This is an optimization exercise on Yosys and OpenROAD, whose aim is small area, not a production implementation.
The RTL was checked by simulation tests, not by an equivalence proof against the original design.
No activity file was given, so power comes from the tool's default toggle rates.

==> design.v <==
`timescale 1ns / 1ps
module clock_divider #(
    parameter DIV_FACTOR = 2   
)(
    input wire clk,            
    input wire reset,          
    output reg clk_out        
);
    reg [$clog2(DIV_FACTOR)-1:0] counter; 
    always @(posedge clk) begin
        if (reset) begin
            counter <= 0;
            clk_out <= 0;
        end else begin
            if (clk_out) begin
                clk_out <= 0;
            end else if (counter == DIV_FACTOR - 1) begin
                counter <= 0;
                clk_out <= 1;
            end else begin
                counter <= counter + 1;
            end
        end
    end
endmodule
`timescale 1ns / 1ps
`timescale 1ns / 1ps
module input_layer (
    input sys_clk,              
    input snn_clk,              
    input rst,
    input din,                  
    output reg spike        
);
always @(posedge sys_clk) begin
    if (rst)
        spike <= 0;
    else if (snn_clk)
        spike <= din;   
    else
        spike <= 0;     
end
endmodule
`timescale 1ns / 1ps
module hidden_layer   #(
        parameter SHIFT_VALUE = 2,
        parameter signed THRESHOLD = 100
    )
    (
        input sys_clk,
        input snn_clk,
        input boot_mode,
        input data_ready,
        input rst,
        input signed [15:0] din,
        output reg spike
    );
    localparam signed [20:0] THRESHOLD_S = THRESHOLD;  
    reg signed [20:0] saved_value;
    reg signed [15:0] bias;
    reg signed [20:0] v_mem;
    always @(posedge sys_clk) begin
        if(rst)begin
            saved_value <= 32'sd0;
            v_mem <= 32'sd0;
            spike <= 0;
        end
        else if (boot_mode && data_ready)  bias <= din;      
        else if (snn_clk) begin  
            v_mem <= v_mem + ((saved_value + bias - v_mem) >>> SHIFT_VALUE);
            saved_value <= 32'sd0;
            if (v_mem >= THRESHOLD_S) begin  
                spike <= 1;
                v_mem <= 32'sd0;
            end
            else spike <= 0;
        end      
        else if(data_ready) begin
            spike <= 0;
            saved_value <= saved_value + din;
        end
        else spike <= 0;
    end
endmodule
`timescale 1ns / 1ps
module output_layer
    #(
        parameter SHIFT_VALUE = 2,
        parameter signed THRESHOLD = 100
    )
    (
        input sys_clk,
        input snn_clk,
        input boot_mode,
        input data_ready,
        input rst,
        input signed [15:0] din,
        output reg spike
    );
    localparam signed [20:0] THRESHOLD_S = THRESHOLD;  
    reg signed [20:0] saved_value;
    reg signed [15:0] bias;
    reg signed [20:0] vth;
    always @(posedge sys_clk) begin
        if(rst)begin
            saved_value <= 32'sd0;
            vth <= 32'sd0;
            spike <= 0;
        end
        else if (boot_mode && data_ready) begin
            bias <= din;
        end
        else if (snn_clk) begin
            vth <= vth + ((saved_value + bias - vth) >>> SHIFT_VALUE);  
            saved_value <= 32'sd0;
            if (vth >= THRESHOLD_S) begin
                spike <= 1;
                vth <= 32'sd0;
            end
            else spike <= 0;
        end      
        else if(data_ready) begin
            spike <= 0;
            saved_value <= saved_value + din;
        end
        else spike <= 0;
    end
endmodule
`timescale 1ns / 1ps
module neuron_top #(
        parameter CLK_DIV_FACTOR = 1000,
        parameter NUM_INPUT_NEURONS = 8,
        parameter NUM_HIDDEN_NEURONS = 30,
        parameter NUM_OUTPUT_NEURONS = 4,
        parameter THRESHOLD = 16'h2000,
        parameter SHIFT_VALUE = 7
    )
    (
        input sys_clk,
        input rst,
        input boot_mode,
        input signed [31 :0]  i_output_neurons,
        input signed [31 :0]  i_hidden_neurons,
        input [NUM_INPUT_NEURONS - 1:0]  i_input_neurons,
        input data_ready_a,
        input data_ready_b,
        input data_start_a,
        input data_start_b,
        output [NUM_HIDDEN_NEURONS - 1:0] o_hidden_spike,
        output [NUM_OUTPUT_NEURONS - 1:0] o_output_spike,
        output [NUM_INPUT_NEURONS - 1: 0] o_input_spike
    );
    wire snn_clk;  
    wire spike_o_test;
    reg [63: 0]  i_output_packed;
    reg [479:0]  i_hidden_packed;
    reg hidden_in_filling;
    reg save_data_a;
    always @(posedge sys_clk) begin
        if (rst) begin
            hidden_in_filling <= 0;
            save_data_a <= 0;
        end
        else if(data_start_a) begin
            hidden_in_filling <= 1;
            i_hidden_packed[479:448] <= i_hidden_neurons;
            save_data_a <= 0;
        end 
        else if (data_ready_a) begin
            save_data_a <= 1;
            hidden_in_filling <= 0;       
        end
        else if (hidden_in_filling) begin
            i_hidden_packed <= i_hidden_packed >> 32;
            i_hidden_packed[479:448] <= i_hidden_neurons;
        end
        else save_data_a <= 0;
    end
    reg output_in_filling;
    reg save_data_b;
    always @(posedge sys_clk) begin
        if (rst) begin
            output_in_filling <= 0;
            save_data_b <= 0;
        end
        else if(data_start_b) begin
            output_in_filling <= 1;
            i_output_packed[31: 0] <= i_output_neurons;
            save_data_b <= 0;
        end 
        else if (data_ready_b) begin
            save_data_b <= 1;
            output_in_filling <= 0;       
        end
        else if (output_in_filling) begin
            i_output_packed[63: 32] <= i_output_neurons;
        end
        else save_data_b <= 0;
    end
    genvar i;
    generate
    for (i = 0; i < NUM_OUTPUT_NEURONS; i = i+1) begin
        output_layer
        #(
            .SHIFT_VALUE(SHIFT_VALUE),
            .THRESHOLD(THRESHOLD)
        ) output_neuron_inst
        (
            .sys_clk(sys_clk),
            .snn_clk(snn_clk),
            .boot_mode(boot_mode),
            .data_ready(save_data_b),
            .rst(rst),
            .din(i_output_packed[i*16 + 15 : i*16]),
            .spike(o_output_spike[i])
        );
    end
    for (i = 0; i < NUM_HIDDEN_NEURONS; i = i+1) begin
        hidden_layer
        #(
            .SHIFT_VALUE(SHIFT_VALUE),
            .THRESHOLD(THRESHOLD)
        ) hidden_neuron_inst
        (
            .sys_clk(sys_clk),
            .snn_clk(snn_clk),
            .boot_mode(boot_mode),
            .data_ready(save_data_a),
            .rst(rst),
            .din(i_hidden_packed[i*16 + 15 : i*16]),
            .spike(o_hidden_spike[i])
        );
    end
    for (i = 0; i < NUM_INPUT_NEURONS; i = i+1) begin
        input_layer input_neuron_inst
        (
            .sys_clk(sys_clk),
            .snn_clk(snn_clk),
            .rst(rst),
            .din(i_input_neurons[i]),
            .spike(o_input_spike[i])
        );
    end
    endgenerate
    clock_divider#(
                    .DIV_FACTOR(CLK_DIV_FACTOR)   
    )   clk_div_inst(
                    .clk(sys_clk),            
                    .reset(rst),          
                    .clk_out(snn_clk)        
                    );
endmodule
`timescale 1ns / 1ps
module edge_detection(
    input clk,  
    input rst,  
    input boot_mode,
    input [29:0] hidden_neuron_spike_out,  
    input [7:0] input_neuron_spike_out,    
    output reg [29:0] hidden_layer_edge,  
    output reg [7:0] input_layer_edge     
);
    reg [7:0]  input_prev_state;
    reg [29:0] hidden_prev_state;
    always @(posedge clk) begin
        if(rst) begin
            hidden_layer_edge   <= 0;
            hidden_prev_state   <= 0;
            input_layer_edge    <= 0;
            input_prev_state    <= 0;
        end
        else if (!boot_mode) begin
            hidden_layer_edge <= hidden_neuron_spike_out & ~hidden_prev_state;  
            hidden_prev_state <= hidden_neuron_spike_out;  
            input_layer_edge <= input_neuron_spike_out & ~input_prev_state;  
            input_prev_state <= input_neuron_spike_out;  
        end
    end
endmodule
`timescale 1ns / 1ps
module port_a_addr(
        input clk,
        input rst,
        input boot_mode,  
        input [7:0] edge_detected,
        output reg [9:0] addr_a,
        output reg port_a_start_out,  
        output reg port_a_done  
    );
    reg [7:0] port_a_queue;
    reg start_port_a_access;
    reg port_a_accessing_memory;
    reg [12:0] base_addr;
    reg [7:0] port_a_counter;
    reg [7:0] port_a_outputting_counter;
    reg fetch_start;
    reg fetch_ready;
    always @(posedge clk) begin 
        if(rst) begin
            port_a_counter <= 0;
            port_a_accessing_memory <= 0;
            addr_a <= 0;
            fetch_ready <= 1;
            fetch_start <= 0;
        end 
        else if(fetch_ready) begin
            fetch_ready <= 0;
            fetch_start <= 1;
        end
        else if (start_port_a_access || (boot_mode == 1 && fetch_start)) begin 
            port_a_accessing_memory <= 1;  
            addr_a <= base_addr;  
            port_a_counter <= 1;  
            fetch_start <= 0;
        end
        else if (port_a_counter > 14 || !port_a_accessing_memory) begin
             port_a_counter <= 0;  
             port_a_accessing_memory <= 0;  
             addr_a <= 0;
        end
        else begin
            addr_a <= base_addr + port_a_counter;  
            port_a_counter <= port_a_counter + 1;  
        end
    end
    always @(posedge clk) begin
        if (rst) begin
            port_a_start_out <= 0;
            port_a_done <= 0;
            port_a_outputting_counter <= 0;
        end
        else if(port_a_counter == 2) begin
            port_a_start_out <= 1;
            port_a_done <= 0;
            port_a_outputting_counter <= 1;
        end
        else if (port_a_outputting_counter > 14) begin
            port_a_start_out <= 0;
            port_a_done <= 1;
            port_a_outputting_counter <= 0;
        end
        else if (port_a_outputting_counter != 0) begin
            port_a_start_out <= 0;
            port_a_outputting_counter <= port_a_outputting_counter + 1;
        end
        else begin 
            port_a_done <= 0;
            port_a_outputting_counter <= 0;
            port_a_start_out <= 0;
        end
    end
    always @(posedge clk) begin
        if (rst) begin
                port_a_queue <= 0;
                base_addr <= 120;
                start_port_a_access <= 0;
            end
        else if (edge_detected != 0 && !boot_mode)
            port_a_queue <= port_a_queue | edge_detected;
        else if(!boot_mode && !start_port_a_access && !port_a_accessing_memory && port_a_queue != 0 && !port_a_accessing_memory) begin
            start_port_a_access <= 1;
            casex (port_a_queue)
                8'bxxxxxxx1: begin 
                                base_addr <= 0;
                                port_a_queue[0] <= 0;
                            end
                8'bxxxxxx1x: begin
                                base_addr <= 15;
                                port_a_queue[1] <= 0;
                            end
                8'bxxxxx1xx: begin
                                base_addr <= 30;
                                port_a_queue[2] <= 0;
                            end
                8'bxxxx1xxx: begin 
                                base_addr <= 45;
                                port_a_queue[3] <= 0;
                            end
                8'bxxx1xxxx: begin
                                base_addr <= 60;
                                port_a_queue[4] <= 0;
                            end
                8'bxx1xxxxx: begin 
                                base_addr <= 75;
                                port_a_queue[5] <= 0;
                            end
                8'bx1xxxxxx: begin 
                                base_addr <= 90;
                                port_a_queue[6] <= 0;
                            end
                8'b1xxxxxxx: begin 
                                base_addr <= 105;
                                port_a_queue[7] <= 0;
                            end
                default : base_addr <= 0;
            endcase
        end
        else start_port_a_access <= 0;
    end 
endmodule
`timescale 1ns / 1ps
module port_b_addr(
        input clk,
        input rst,
        input boot_mode,  
        input [29:0] edge_detected,
        output reg [9:0] addr_b,
        output reg port_b_start_out,  
        output reg port_b_done  
    );
    reg [29:0] port_b_queue;
    reg start_port_b_access;
    reg port_b_accessing_memory;
    reg [12:0] base_addr;
    reg [1:0] port_b_counter;
    reg [1:0] port_b_outputting_counter;
    reg fetch_start;
    reg fetch_ready;
    always @(posedge clk) begin
        if(rst) begin
            port_b_counter <= 0;
            port_b_accessing_memory <= 0;
            addr_b <= 0;
            fetch_ready <= 1;
            fetch_start <= 0;
        end
        else if(fetch_ready) begin
            fetch_ready <= 0;
            fetch_start <= 1;
        end
        else if (start_port_b_access || (boot_mode == 1 && fetch_start)) begin
            port_b_accessing_memory <= 1;  
            addr_b <= base_addr;  
            port_b_counter <= 1;  
            fetch_start <= 0;
        end
        else if (port_b_counter > 1 || !port_b_accessing_memory) begin
             port_b_counter <= 0;  
             port_b_accessing_memory <= 0;  
             addr_b <= 0;
        end
        else begin
            addr_b <= base_addr + port_b_counter;  
            port_b_counter <= port_b_counter + 1;  
        end
    end
    always @(posedge clk) begin
        if (rst) begin
            port_b_start_out <= 0;
            port_b_done <= 0;
            port_b_outputting_counter <= 0;
        end
        if(port_b_counter == 2) begin
            port_b_start_out <= 1;
            port_b_done <= 0;
            port_b_outputting_counter <= 1;
        end
        else if (port_b_outputting_counter > 1) begin
            port_b_start_out <= 0;
            port_b_done <= 1;
            port_b_outputting_counter <= 0;
        end
        else if (port_b_outputting_counter != 0) begin
            port_b_outputting_counter <= port_b_outputting_counter + 1;
            port_b_start_out <= 0;
        end
        else begin 
            port_b_done <= 0;
            port_b_outputting_counter <= 0;
            port_b_start_out<= 0;
        end
    end
    always @(posedge clk) begin
        if (rst) begin
            port_b_queue <= 0;
            base_addr <= 60;
            start_port_b_access <= 0;
        end
        else if (edge_detected != 0)
            port_b_queue <= port_b_queue | edge_detected;
    else if(!start_port_b_access && !port_b_accessing_memory && port_b_queue != 0 && !port_b_accessing_memory) begin
        start_port_b_access <= 1;
        casex (port_b_queue)
            30'bxxxxxxxxxxxxxxxxxxxxxxxxxxxxx1: begin
                base_addr <= 0;
                port_b_queue[0] <= 0;
            end
            30'bxxxxxxxxxxxxxxxxxxxxxxxxxxxx1x: begin
                base_addr <= 2;
                port_b_queue[1] <= 0;
            end
            30'bxxxxxxxxxxxxxxxxxxxxxxxxxxx1xx: begin
                base_addr <= 4;
                port_b_queue[2] <= 0;
            end
            30'bxxxxxxxxxxxxxxxxxxxxxxxxxx1xxx: begin
                base_addr <= 6;
                port_b_queue[3] <= 0;
            end
            30'bxxxxxxxxxxxxxxxxxxxxxxxxx1xxxx: begin
                base_addr <= 8;
                port_b_queue[4] <= 0;
            end
            30'bxxxxxxxxxxxxxxxxxxxxxxxx1xxxxx: begin
                base_addr <= 10;
                port_b_queue[5] <= 0;
            end
            30'bxxxxxxxxxxxxxxxxxxxxxxx1xxxxxx: begin
                base_addr <= 12;
                port_b_queue[6] <= 0;
            end
            30'bxxxxxxxxxxxxxxxxxxxxxx1xxxxxxx: begin
                base_addr <= 14;
                port_b_queue[7] <= 0;
            end
            30'bxxxxxxxxxxxxxxxxxxxxx1xxxxxxxx: begin
                base_addr <= 16;
                port_b_queue[8] <= 0;
            end
            30'bxxxxxxxxxxxxxxxxxxxx1xxxxxxxxx: begin
                base_addr <= 18;
                port_b_queue[9] <= 0;
            end
            30'bxxxxxxxxxxxxxxxxxxx1xxxxxxxxxx: begin
                base_addr <= 20;
                port_b_queue[10] <= 0;
            end
            30'bxxxxxxxxxxxxxxxxxx1xxxxxxxxxxx: begin
                base_addr <= 22;
                port_b_queue[11] <= 0;
            end
            30'bxxxxxxxxxxxxxxxxx1xxxxxxxxxxxx: begin
                base_addr <= 24;
                port_b_queue[12] <= 0;
            end
            30'bxxxxxxxxxxxxxxxx1xxxxxxxxxxxxx: begin
                base_addr <= 26;
                port_b_queue[13] <= 0;
            end
            30'bxxxxxxxxxxxxxxx1xxxxxxxxxxxxxx: begin
                base_addr <= 28;
                port_b_queue[14] <= 0;
            end
            30'bxxxxxxxxxxxxxx1xxxxxxxxxxxxxxx: begin
                base_addr <= 30;
                port_b_queue[15] <= 0;
            end
            30'bxxxxxxxxxxxxx1xxxxxxxxxxxxxxxx: begin
                base_addr <= 32;
                port_b_queue[16] <= 0;
            end
            30'bxxxxxxxxxxxx1xxxxxxxxxxxxxxxxx: begin
                base_addr <= 34;
                port_b_queue[17] <= 0;
            end
            30'bxxxxxxxxxxx1xxxxxxxxxxxxxxxxxx: begin
                base_addr <= 36;
                port_b_queue[18] <= 0;
            end
            30'bxxxxxxxxxx1xxxxxxxxxxxxxxxxxxx: begin
                base_addr <= 38;
                port_b_queue[19] <= 0;
            end
            30'bxxxxxxxxx1xxxxxxxxxxxxxxxxxxxx: begin
                base_addr <= 40;
                port_b_queue[20] <= 0;
            end
            30'bxxxxxxxx1xxxxxxxxxxxxxxxxxxxxx: begin
                base_addr <= 42;
                port_b_queue[21] <= 0;
            end
            30'bxxxxxxx1xxxxxxxxxxxxxxxxxxxxxx: begin
                base_addr <= 44;
                port_b_queue[22] <= 0;
            end
            30'bxxxxxx1xxxxxxxxxxxxxxxxxxxxxxx: begin
                base_addr <= 46;
                port_b_queue[23] <= 0;
            end
            30'bxxxxx1xxxxxxxxxxxxxxxxxxxxxxxx: begin
                base_addr <= 48;
                port_b_queue[24] <= 0;
            end
            30'bxxxx1xxxxxxxxxxxxxxxxxxxxxxxxx: begin
                base_addr <= 50;
                port_b_queue[25] <= 0;
            end
            30'bxxx1xxxxxxxxxxxxxxxxxxxxxxxxxx: begin
                base_addr <= 52;
                port_b_queue[26] <= 0;
            end
            30'bxx1xxxxxxxxxxxxxxxxxxxxxxxxxxx: begin
                base_addr <= 54;
                port_b_queue[27] <= 0;
            end
            30'bx1xxxxxxxxxxxxxxxxxxxxxxxxxxxx: begin
                base_addr <= 56;
                port_b_queue[28] <= 0;
            end
            30'b1xxxxxxxxxxxxxxxxxxxxxxxxxxxxx: begin
                base_addr <= 58;
                port_b_queue[29] <= 0;
            end
            default: base_addr <= 0;
            endcase
        end
        else start_port_b_access <= 0;
    end
endmodule
`timescale 1ns / 1ps
module bram_wrapper(
    input clk,
    input [9:0] addr_a,
    input [9:0] addr_b,
    input we,
    output reg [31:0] dout_a,
    output reg [31:0] dout_b
);
    reg [9:0] addr_a_q;
    reg [9:0] addr_b_q;
    function [31:0] rom_word;
        input [9:0] addr;
        begin
            case (addr)
            10'd0: rom_word = 32'h299af70d;
            10'd1: rom_word = 32'hec8602a6;
            10'd2: rom_word = 32'h1c8d1bfd;
            10'd3: rom_word = 32'hf4e30a2a;
            10'd4: rom_word = 32'h1fc71d74;
            10'd5: rom_word = 32'hf204f8f9;
            10'd6: rom_word = 32'h078cfba9;
            10'd7: rom_word = 32'hf92f1c89;
            10'd8: rom_word = 32'hf2c52120;
            10'd9: rom_word = 32'h2dc6f009;
            10'd10: rom_word = 32'h0555f505;
            10'd11: rom_word = 32'hefe004b4;
            10'd12: rom_word = 32'h1f5c09a4;
            10'd13: rom_word = 32'h19d72762;
            10'd14: rom_word = 32'hfaa6f063;
            10'd15: rom_word = 32'h071d05d3;
            10'd16: rom_word = 32'h0ba1fc14;
            10'd17: rom_word = 32'hfb53f09d;
            10'd18: rom_word = 32'h1b91fde4;
            10'd19: rom_word = 32'h276df78d;
            10'd20: rom_word = 32'h25251005;
            10'd21: rom_word = 32'h15f40301;
            10'd22: rom_word = 32'h26e525a4;
            10'd23: rom_word = 32'hf5bb1f8e;
            10'd24: rom_word = 32'hf01c23b6;
            10'd25: rom_word = 32'h0bc916de;
            10'd26: rom_word = 32'h09821888;
            10'd27: rom_word = 32'h01111469;
            10'd28: rom_word = 32'h16dc104d;
            10'd29: rom_word = 32'h1aae1222;
            10'd30: rom_word = 32'hff41f622;
            10'd31: rom_word = 32'h0f9b0fc1;
            10'd32: rom_word = 32'hec83ff76;
            10'd33: rom_word = 32'h00261966;
            10'd34: rom_word = 32'h1d942cc3;
            10'd35: rom_word = 32'h2e45186a;
            10'd36: rom_word = 32'h13c20c00;
            10'd37: rom_word = 32'h2d23ef9a;
            10'd38: rom_word = 32'hf0b620a9;
            10'd39: rom_word = 32'h06f606cc;
            10'd40: rom_word = 32'h07c906ad;
            10'd41: rom_word = 32'h253bfed3;
            10'd42: rom_word = 32'h0d8dffd1;
            10'd43: rom_word = 32'hedec2dc1;
            10'd44: rom_word = 32'h2401f890;
            10'd45: rom_word = 32'hfeae057a;
            10'd46: rom_word = 32'h0b030286;
            10'd47: rom_word = 32'h0daa14cc;
            10'd48: rom_word = 32'h1569fdf0;
            10'd49: rom_word = 32'hffbd1afa;
            10'd50: rom_word = 32'h09ce1efd;
            10'd51: rom_word = 32'h0410262b;
            10'd52: rom_word = 32'h2dbef663;
            10'd53: rom_word = 32'h0b420015;
            10'd54: rom_word = 32'h14d42213;
            10'd55: rom_word = 32'hedbe09ad;
            10'd56: rom_word = 32'h2e9319a7;
            10'd57: rom_word = 32'h1bbf1a34;
            10'd58: rom_word = 32'h29552eb4;
            10'd59: rom_word = 32'h0dbb1631;
            10'd60: rom_word = 32'hff95f500;
            10'd61: rom_word = 32'h2d6413d6;
            10'd62: rom_word = 32'h231b268e;
            10'd63: rom_word = 32'h16d821e2;
            10'd64: rom_word = 32'hfb8a16d6;
            10'd65: rom_word = 32'h00640c52;
            10'd66: rom_word = 32'hfb010d6a;
            10'd67: rom_word = 32'h0a1a173d;
            10'd68: rom_word = 32'h2be1ff5d;
            10'd69: rom_word = 32'h2e4003de;
            10'd70: rom_word = 32'hf97ef5cb;
            10'd71: rom_word = 32'h0e1003f1;
            10'd72: rom_word = 32'hf4251956;
            10'd73: rom_word = 32'hfc05ed64;
            10'd74: rom_word = 32'h12841786;
            10'd75: rom_word = 32'h0df90954;
            10'd76: rom_word = 32'h05220ee8;
            10'd77: rom_word = 32'h1f8bf36d;
            10'd78: rom_word = 32'h10cf23e5;
            10'd79: rom_word = 32'h15290e81;
            10'd80: rom_word = 32'h0fe905d6;
            10'd81: rom_word = 32'hf3722736;
            10'd82: rom_word = 32'hef771a3c;
            10'd83: rom_word = 32'hff93281d;
            10'd84: rom_word = 32'h1e85f92b;
            10'd85: rom_word = 32'h193e1fa4;
            10'd86: rom_word = 32'hf2bc21ee;
            10'd87: rom_word = 32'h1151f7d4;
            10'd88: rom_word = 32'hf944f7c4;
            10'd89: rom_word = 32'h2b64232b;
            10'd90: rom_word = 32'hf82b1bd2;
            10'd91: rom_word = 32'hfb1b0ce7;
            10'd92: rom_word = 32'h1b64178e;
            10'd93: rom_word = 32'heffc2ede;
            10'd94: rom_word = 32'h274cfd16;
            10'd95: rom_word = 32'hfae013cd;
            10'd96: rom_word = 32'h0d711892;
            10'd97: rom_word = 32'hfc6d0dae;
            10'd98: rom_word = 32'hec9d2afd;
            10'd99: rom_word = 32'h128214fe;
            10'd100: rom_word = 32'hf24f0d2f;
            10'd101: rom_word = 32'hed52edf4;
            10'd102: rom_word = 32'h134b136d;
            10'd103: rom_word = 32'hf13f242e;
            10'd104: rom_word = 32'h1c2f0251;
            10'd105: rom_word = 32'h19da16d3;
            10'd106: rom_word = 32'hfdf4fda7;
            10'd107: rom_word = 32'h0a7f0010;
            10'd108: rom_word = 32'hf00c0e63;
            10'd109: rom_word = 32'h29732c42;
            10'd110: rom_word = 32'h041e2899;
            10'd111: rom_word = 32'h0aca063f;
            10'd112: rom_word = 32'h2197fa69;
            10'd113: rom_word = 32'hff551077;
            10'd114: rom_word = 32'h0ffefbb5;
            10'd115: rom_word = 32'h0b030f22;
            10'd116: rom_word = 32'h2216f3d1;
            10'd117: rom_word = 32'h1c7dfd8b;
            10'd118: rom_word = 32'h072a085b;
            10'd119: rom_word = 32'h2e67f239;
            10'd120: rom_word = 32'h0089fa2a;
            10'd121: rom_word = 32'hff9105ea;
            10'd122: rom_word = 32'hf66d02bf;
            10'd123: rom_word = 32'hffcff7df;
            10'd124: rom_word = 32'hf6fafa94;
            10'd125: rom_word = 32'h017cfcc5;
            10'd126: rom_word = 32'hfeccfaf9;
            10'd127: rom_word = 32'h0a70ff72;
            10'd128: rom_word = 32'hfa45f6b9;
            10'd129: rom_word = 32'hfab0f895;
            10'd130: rom_word = 32'hf68b0c56;
            10'd131: rom_word = 32'hfd16fab0;
            10'd132: rom_word = 32'h05c0fb27;
            10'd133: rom_word = 32'h08f00a03;
            10'd134: rom_word = 32'hf94dfb01;
            10'd135: rom_word = 32'heb432aca;
            10'd136: rom_word = 32'h2bc1feb6;
            10'd137: rom_word = 32'hf2f6f861;
            10'd138: rom_word = 32'h0dbbece1;
            10'd139: rom_word = 32'h35f8fec7;
            10'd140: rom_word = 32'hf4b21368;
            10'd141: rom_word = 32'h2e8b0cd4;
            10'd142: rom_word = 32'h242e19b3;
            10'd143: rom_word = 32'hfa09042d;
            10'd144: rom_word = 32'h2baa0ea4;
            10'd145: rom_word = 32'h33e1fd7d;
            10'd146: rom_word = 32'h0ba600b7;
            10'd147: rom_word = 32'h002a29a2;
            10'd148: rom_word = 32'h0cd20bdb;
            10'd149: rom_word = 32'hf8b53670;
            10'd150: rom_word = 32'h20982d2e;
            10'd151: rom_word = 32'h1c6313ba;
            10'd152: rom_word = 32'h35c2e8ed;
            10'd153: rom_word = 32'hf5e2fb46;
            10'd154: rom_word = 32'h3615f3d3;
            10'd155: rom_word = 32'heac5fd41;
            10'd156: rom_word = 32'h0b5d0fd5;
            10'd157: rom_word = 32'h2cedf654;
            10'd158: rom_word = 32'hfed02980;
            10'd159: rom_word = 32'h257b2193;
            10'd160: rom_word = 32'h205d19a7;
            10'd161: rom_word = 32'h35c832bd;
            10'd162: rom_word = 32'h1766f38a;
            10'd163: rom_word = 32'h1e590dcb;
            10'd164: rom_word = 32'hf3f1f511;
            10'd165: rom_word = 32'hfac91169;
            10'd166: rom_word = 32'h3501f329;
            10'd167: rom_word = 32'h0ffe2f52;
            10'd168: rom_word = 32'h3060f1ec;
            10'd169: rom_word = 32'he5d1e70c;
            10'd170: rom_word = 32'heed5060b;
            10'd171: rom_word = 32'h09cd0c7d;
            10'd172: rom_word = 32'hf61a0d38;
            10'd173: rom_word = 32'h1eb2e53d;
            10'd174: rom_word = 32'hedc026bc;
            10'd175: rom_word = 32'hffa82cdc;
            10'd176: rom_word = 32'hea0f312d;
            10'd177: rom_word = 32'hf5b20ff9;
            10'd178: rom_word = 32'h270128c6;
            10'd179: rom_word = 32'h355011ec;
            10'd180: rom_word = 32'h2b0c0f58;
            10'd181: rom_word = 32'hfd9a04ea;
            10'd182: rom_word = 32'hf40133d3;
            10'd183: rom_word = 32'h1fd6f45d;
            10'd184: rom_word = 32'h2fd4fc74;
            10'd185: rom_word = 32'h2749eb3c;
            10'd186: rom_word = 32'hf18c0c4f;
            10'd187: rom_word = 32'h0014f716;
            10'd188: rom_word = 32'hfc100d6a;
            10'd189: rom_word = 32'h1c272650;
            10'd190: rom_word = 32'h176cfbd9;
            10'd191: rom_word = 32'hf42222b5;
            10'd192: rom_word = 32'hfcb608db;
            10'd193: rom_word = 32'hfd34f9ff;
            10'd194: rom_word = 32'h36552fd3;
            10'd195: rom_word = 32'hfb150477;
            10'd196: rom_word = 32'hfabf0120;
            default: rom_word = 32'h00000000;
            endcase
        end
    endfunction
    always @(posedge clk) begin
        addr_a_q <= addr_a;
        addr_b_q <= addr_b;
        dout_a <= rom_word(addr_a_q);
        dout_b <= rom_word(addr_b_q);
    end
endmodule
`timescale 1ns / 1ps
module bram_ctrl_wrapper_24(
    input clk,  
    input rst,  
    input [29:0] hidden_neuron_spike_out,  
    input [7:0] input_neuron_spike_out,    
    input boot_mode,
    output [31:0] dout_a,
    output [31:0] dout_b,
    output port_a_start,
    output port_a_done,
    output port_b_start,
    output port_b_done
);
    parameter BOOT_CYCLES = 100;
    parameter PORTB_ADDR_START = 135;
    wire [29:0]     hidden_layer_edge;
    wire [7:0]      input_layer_edge;
    wire [9:0]     addr_a;
    wire [9:0]     addr_b;
    edge_detection spike_train_edge_detection_inst(
            .clk(clk),                      
            .rst(rst),                      
            .boot_mode(boot_mode),          
            .hidden_neuron_spike_out(hidden_neuron_spike_out),  
            .input_neuron_spike_out(input_neuron_spike_out),   
            .hidden_layer_edge(hidden_layer_edge),        
            .input_layer_edge(input_layer_edge)          
    );
    port_a_addr port_a_addr_inst (
            .clk(clk),  
            .rst(rst),  
            .boot_mode(boot_mode),          
            .edge_detected(input_layer_edge),  
            .addr_a(addr_a),  
            .port_a_start_out(port_a_start),  
            .port_a_done(port_a_done)  
    );
    port_b_addr port_b_addr_inst (
            .clk(clk),  
            .rst(rst),  
            .boot_mode(boot_mode),
            .edge_detected(hidden_layer_edge),  
            .addr_b(addr_b),  
            .port_b_start_out(port_b_start),  
            .port_b_done(port_b_done)  
  );
    wire [9:0] addrb_shifted;
    assign addrb_shifted = addr_b + PORTB_ADDR_START;
      bram_wrapper bram_i
   (.addr_a(addr_a),
    .addr_b(addrb_shifted),
    .clk(clk),
    .dout_a(dout_a),
    .dout_b(dout_b),
    .we(1'b0)
    );
endmodule
`timescale 1ns / 1ps
module snn_wrapper(
        input clk,
        input rst,
        input [7:0] i_input_neurons,
        output [3:0] o_output_spike,
        output [29:0] o_hidden_spike
    );
    parameter CLK_DIV_FACTOR = 1000;
    parameter NUM_INPUT_NEURONS = 8;
    parameter NUM_HIDDEN_NEURONS = 30;
    parameter NUM_OUTPUT_NEURONS = 4;
    parameter THRESHOLD = 16'h1000;
    parameter SHIFT_VALUE = 4;
    wire [7:0] o_input_spike;  
    wire signed [31:0] dout_a;  
    wire signed [31:0] dout_b;  
    wire port_a_start, data_ready_b, port_b_start, data_ready_a;  
    reg boot_mode;
    reg [7:0] boot_counter;
    always @(posedge clk) begin 
        if (rst) begin
            boot_mode <= 1;
            boot_counter <= 0; 
        end
        else if(boot_mode == 1 && boot_counter < 100)
            boot_counter <= boot_counter + 1;
        else begin
            boot_mode <= 0;
            boot_counter <= 0;
        end
    end 
    bram_ctrl_wrapper_24 u_bram_ctrl_wrapper_24 (
    .clk                (clk),                   
    .rst                (rst),                   
    .boot_mode          (boot_mode),              
    .hidden_neuron_spike_out (o_hidden_spike),  
    .input_neuron_spike_out  (o_input_spike),   
    .dout_a                  (dout_a),                 
    .dout_b                  (dout_b),                 
    .port_a_start            (port_a_start),           
    .port_a_done             (data_ready_a),            
    .port_b_start            (port_b_start),           
    .port_b_done             (data_ready_b)             
);
    neuron_top #(
    .CLK_DIV_FACTOR(CLK_DIV_FACTOR),         
    .NUM_INPUT_NEURONS(NUM_INPUT_NEURONS),         
    .NUM_HIDDEN_NEURONS(NUM_HIDDEN_NEURONS),       
    .NUM_OUTPUT_NEURONS(NUM_OUTPUT_NEURONS),         
    .THRESHOLD(THRESHOLD),
    .SHIFT_VALUE(SHIFT_VALUE)
) u_neuron_top (
    .sys_clk(clk),                      
    .rst(rst),                              
    .boot_mode(boot_mode),                  
    .i_output_neurons(dout_b),    
    .i_hidden_neurons(dout_a),    
    .i_input_neurons(i_input_neurons),      
    .data_start_a(port_a_start),            
    .data_ready_a(data_ready_a),           
    .data_start_b(port_b_start),
    .data_ready_b(data_ready_b),
    .o_hidden_spike(o_hidden_spike),        
    .o_output_spike(o_output_spike),        
    .o_input_spike(o_input_spike)           
);
endmodule
==> run.sh <==
#!/bin/bash
# synth_recipe.tcl (not shown) runs the flow's synth.tcl, then flattens the netlist and writes it again
# the make line also repeats each setting of config.mk as NAME=value (left out here)
make -C /OpenROAD-flow-scripts/flow DESIGN_CONFIG=/design/flow/config.mk WORK_HOME=/design/flow/orfs CLKGATE_MAP_FILE= SYNTH_SCRIPT=/design/flow/synth_recipe.tcl finish
==> config.mk <==
export PLATFORM = sky130hd
export DESIGN_NAME = snn_wrapper
export DESIGN_NICKNAME = snn_wrapper
export VERILOG_FILES = /design/flow/design.v
export SDC_FILE = /design/flow/constraint.sdc
export NUM_CORES = 4
export LEC_CHECK = 0
export CAP_MARGIN = 20
export CORE_MARGIN = 2
export CORE_UTILIZATION = 40
export PLACE_DENSITY = 0.6
export SLEW_MARGIN = 20
export SYNTH_MEMORY_MAX_BITS = 16384
==> constraint.sdc <==
create_clock -name core_clock -period 10.0 [get_ports {clk}]
set_input_delay 2.0000 -clock core_clock [delete_from_list [all_inputs] [get_ports {clk}]]
set_output_delay 2.0000 -clock core_clock [all_outputs]
set_load 0.01 [all_outputs]
==> impl_metrics.yaml <==
yosys:
  ys_seq_elements: 2765
  syn_area_per_cell_um2: 8.64
  syn-cell-area_um2: 209000
  ys_seq_area_frac: 0.314
  async_flop_share: 0
  synthesis.instances: 24135
  synth_flop_cell: "dfxtp_1"
  synth_cell_type_count: 97
  synth-edff-count: 1020
  yosysWarnings: 10
power_and_ir_drop:
  peakVddDrop_mv: 0.136
  leakagePower_nw: 97.8
  cellPowerDensity_nw_per_um2: 130
clock_network:
  cts_tree: "built"
  cts_resized: 0
  post_cts.repair.setup_buffers: 0
  clock-sinks: 2765
  ctsHoldBuffers: 0
  clock_latency_ps: 990
  clkTransAtPathRegs_ps: 60
  clk_path_buf_depth: 4
  cts_buffers: 340
  cts-root-buf: "clkbuf_16"
  cts_max_level: 5
floorplanning:
  rows: 265
  dieArea_um2: 527000
  dieHeight_um: 726
  die_w_um: 726
  ios: 44
  core_um2: 520000
  initial_core_util: 0.401
sta:
  finalSetupTns_ps: 0
  fmax_mhz: 171
  setup_violations: 0
  relSlewSlack: 0.190
  drv_slew: 0
  min_period_over_period: 0.584
  tightestPinTransition_ps: 1210
  finalHoldViolations: 0
  grt_setup_unrepaired: "no"
  period_needed_ps: 5840
  fin_skew_ps: 59.4
cells_and_area:
  fin_nets: 26708
  fill_cells: 51041
  synthToLayoutAreaGrowth_pct: 9.54
  final_layout_size_suffix_gt1_frac: 0.0434
  layout_common_cells: "inv_1 (2854), nor2_1 (2769), ha_1 (2111), dfxtp_1 (1729), a21oi_1 (1630)"
  layout.cells.non_filler: 31114
  final_common_cell: "inv_1"
worst_setup_path:
  arrival_ps: 6740
  r2r_slack_ps: 4160
  cp_common_cell: "a21oi_1"
  critPathMaxFanout: 5
  crit_family: "compound AO/OA/AOI/OAI gates"
  slowest_delay_ps: 570
  crit_buf_inv: 2
  cp-end-kind: "register"
  cp_cell_sequence: "inv_1 -> fa_1 -> inv_1 -> ha_1 -> and3b_1 -> o21ai_0 -> a21oi_1 -> or3_1 -> a21o_1 -> a21o_1 -> a21oi_1 -> xnor2_1 -> ha_1 -> a2111oi_1 -> nor4_1 -> nor4_1 -> o31ai_1 -> o41ai_1 -> o21ai_0 -> xnor2_1 -> or3_1 -> a21oi_1"
  slowest_stage: "a2111oi_1"
  start_kind: "register"
  r2r_cells: 22
  critPathKind: "register to register"
  cp_num_cells: 22
  required_ps: 10900
grt:
  grt_pass1_vias: 167754
  overflow: 0
  grt_pass1_wl_um: 966000
  antenna_found_initial: 23
  grt_max_degree: 197
  grt_usage: 0.227
placed_design:
  dpl.hpwl_um: 441000
  finalWeightedCongestion: 1.02
  portBuffers: 43
  dp_cells: 30470
drt:
  drc: 0
  totalWireLength_um: 618000
  num_vias: 173842
  drt-initial-drc-count: 13249
  via_per_inst: 5.59
  avgRoutedWirePerCell_um: 19.9
  detail-route-antenna-nets: 0
  dr.pass1.iters: 10
job:
  cap_violations: 0
worst_hold_path:
  min_path_cells: 0
  hp-class: "register to register"
run_status:
  status: "no timing/DRC/antenna violations"
## state kept, by name, summed over array words and instances, names as in the netlist, 9 cells and up, named ones only
signal,flops
u_neuron_top.i_hidden_packed,450
u_neuron_top.genblk1.output_neuron_inst.saved_value,84
u_bram_ctrl_wrapper_24.bram_i.addr_a_q,9
u_neuron_top.genblk2.hidden_neuron_inst.v_mem,630
u_neuron_top.genblk2.hidden_neuron_inst.saved_value,630
u_bram_ctrl_wrapper_24.bram_i.dout_a,30
u_bram_ctrl_wrapper_24.bram_i.addr_b_q,9
u_bram_ctrl_wrapper_24.port_a_addr_inst.addr_a,9
u_neuron_top.genblk2.hidden_neuron_inst.spike,30
u_bram_ctrl_wrapper_24.port_b_addr_inst.port_b_queue,30
u_neuron_top.genblk2.hidden_neuron_inst.bias,450
u_neuron_top.clk_div_inst.counter,10
u_neuron_top.i_output_packed,60
u_bram_ctrl_wrapper_24.bram_i.dout_b,30
u_neuron_top.genblk1.output_neuron_inst.bias,60
u_neuron_top.genblk1.output_neuron_inst.vth,84
## where the power goes
group,internal [mW],switching (mW),leakage (nW)
clock network,7.82,5.40,5.77
logic,1.66,2.78,68.7
registers,11.8,0.151,23.3
total,21.3,8.33,97.8
## metal layers
layer / GRT usage / vias to the layer above / wire length (µm)
li1: - / 84721 / -
met1: 0.305 / 83185 / 278000
met2: 0.365 / 4634 / 273000
met3: 0.0405 / 1290 / 41500
met4: 0.0826 / 12 / 25300
met5: 0 / - / 88
## cell families after synthesis
kind of cell	after synthesis	synth area share
fa+ha+maj	2826	0.195
xor+xnor	1618	0.0679
compound gates	6404	0.203
simple gates	6713	0.149
buf+inv	3750	0.0681
flops	2765	0.314
other cells	1	0.0000180
mux	58	0.00329
## how the worst min path moves through the flow
| stage | startpoint | to |
|---|---|---|
| 6_report | register | u_bram_ctrl_wrapper_24.bram_i.addr_a_q[2] |
| 5_1_grt | register | u_bram_ctrl_wrapper_24.bram_i.addr_a_q[4] |
| 4_1_cts | register | u_bram_ctrl_wrapper_24.bram_i.addr_a_q[2] |
| 3_5_place_dp | register | u_bram_ctrl_wrapper_24.bram_i.addr_a_q[2] |
| 3_3_place_gp | register | u_bram_ctrl_wrapper_24.bram_i.addr_a_q[2] |
| 2_1_floorplan | register | u_bram_ctrl_wrapper_24.bram_i.addr_a_q[8] |
## synthesized netlist by cell type, types with 60 or more instances
cell type,count,area [µm²]
nor3_1,722,3610
nor2_1,2805,10500
o31ai_1,124,931
ha_1,2111,26400
a32oi_1,96,841
fa_1,715,14300
o21bai_1,178,1340
o311ai_0,74,648
nand2b_1,245,1530
edfxtp_1,1020,30600
or2_2,77,482
o21a_1,272,2040
a21oi_1,1632,8170
nand2_1,1196,4490
o211ai_1,131,983
a211oi_1,257,1930
and3_1,181,1130
or3_1,206,1290
a211o_1,68,596
a21boi_0,60,450
buf_1,88,330
inv_1,2854,10700
a21o_1,507,3810
nand3_1,432,2160
o21ai_0,1087,5440
a2111oi_0,64,561
xor2_1,515,4510
nor4_1,151,945
xnor2_1,1103,9660
clkbuf_1,761,2860
a22oi_1,907,6810
nor2b_1,291,1820
dfxtp_1,1745,34900
a311oi_1,89,780
and2_1,115,719
a31oi_1,309,1930
nor3b_1,67,503
## cell type report
type	instances	area (µm²)	share of cell area
Multi-Input combinational cell	17623	129000	0.565
Sequential cell	2765	65600	0.287
Inverter	2867	10800	0.0471
Clock buffer	446	9360	0.0409
Tap cell	6942	8690	0.0380
Clock inverter	191	2570	0.0113
Timing Repair Buffer	275	2420	0.0106
Antenna cell	5	12.5	0.0000548
## metrics by stage
step	power (mW)	worst slack [ps]	utilization	cell area [µm²]	hold WS [ps]
after floorplan	15.4	-6220	-	209000	331
after global placement	16.5	4200	0.416	216000	330
final	29.6	4160	0.439	229000	347
after CTS	29.9	4180	0.439	228000	351
after detailed placement	16.5	4210	0.416	217000	338
after global routing	30.9	3650	0.439	228000	357

==> afterwards: timing with drivers on the ports <==
No port has a modelled driver above. Below, the same layout with a new extraction and two added sets of constraints.
Step 1: set_driving_cell puts a clkbuf_16 on clk and a buf_2 on each other input, an assumption about the parent block.
Step 2 moves the port delays by t, midway between the first and last clock arrival at a register: inputs arrive t later, outputs are due t later. That takes back most of the time a late clock gives input paths.
Three values: ideal ports, drivers, drivers and shift; two values: the first two.
t (ns): 1.085
setup WS [ns]: 4.160 / 4.160 / 4.160
clock arrival spread, ns: 0.070 / 0.070
After both steps setup and hold are still met in this run. The setup slack of this run moves by 0.000 ns with the drivers and by 0.000 ns with both steps.
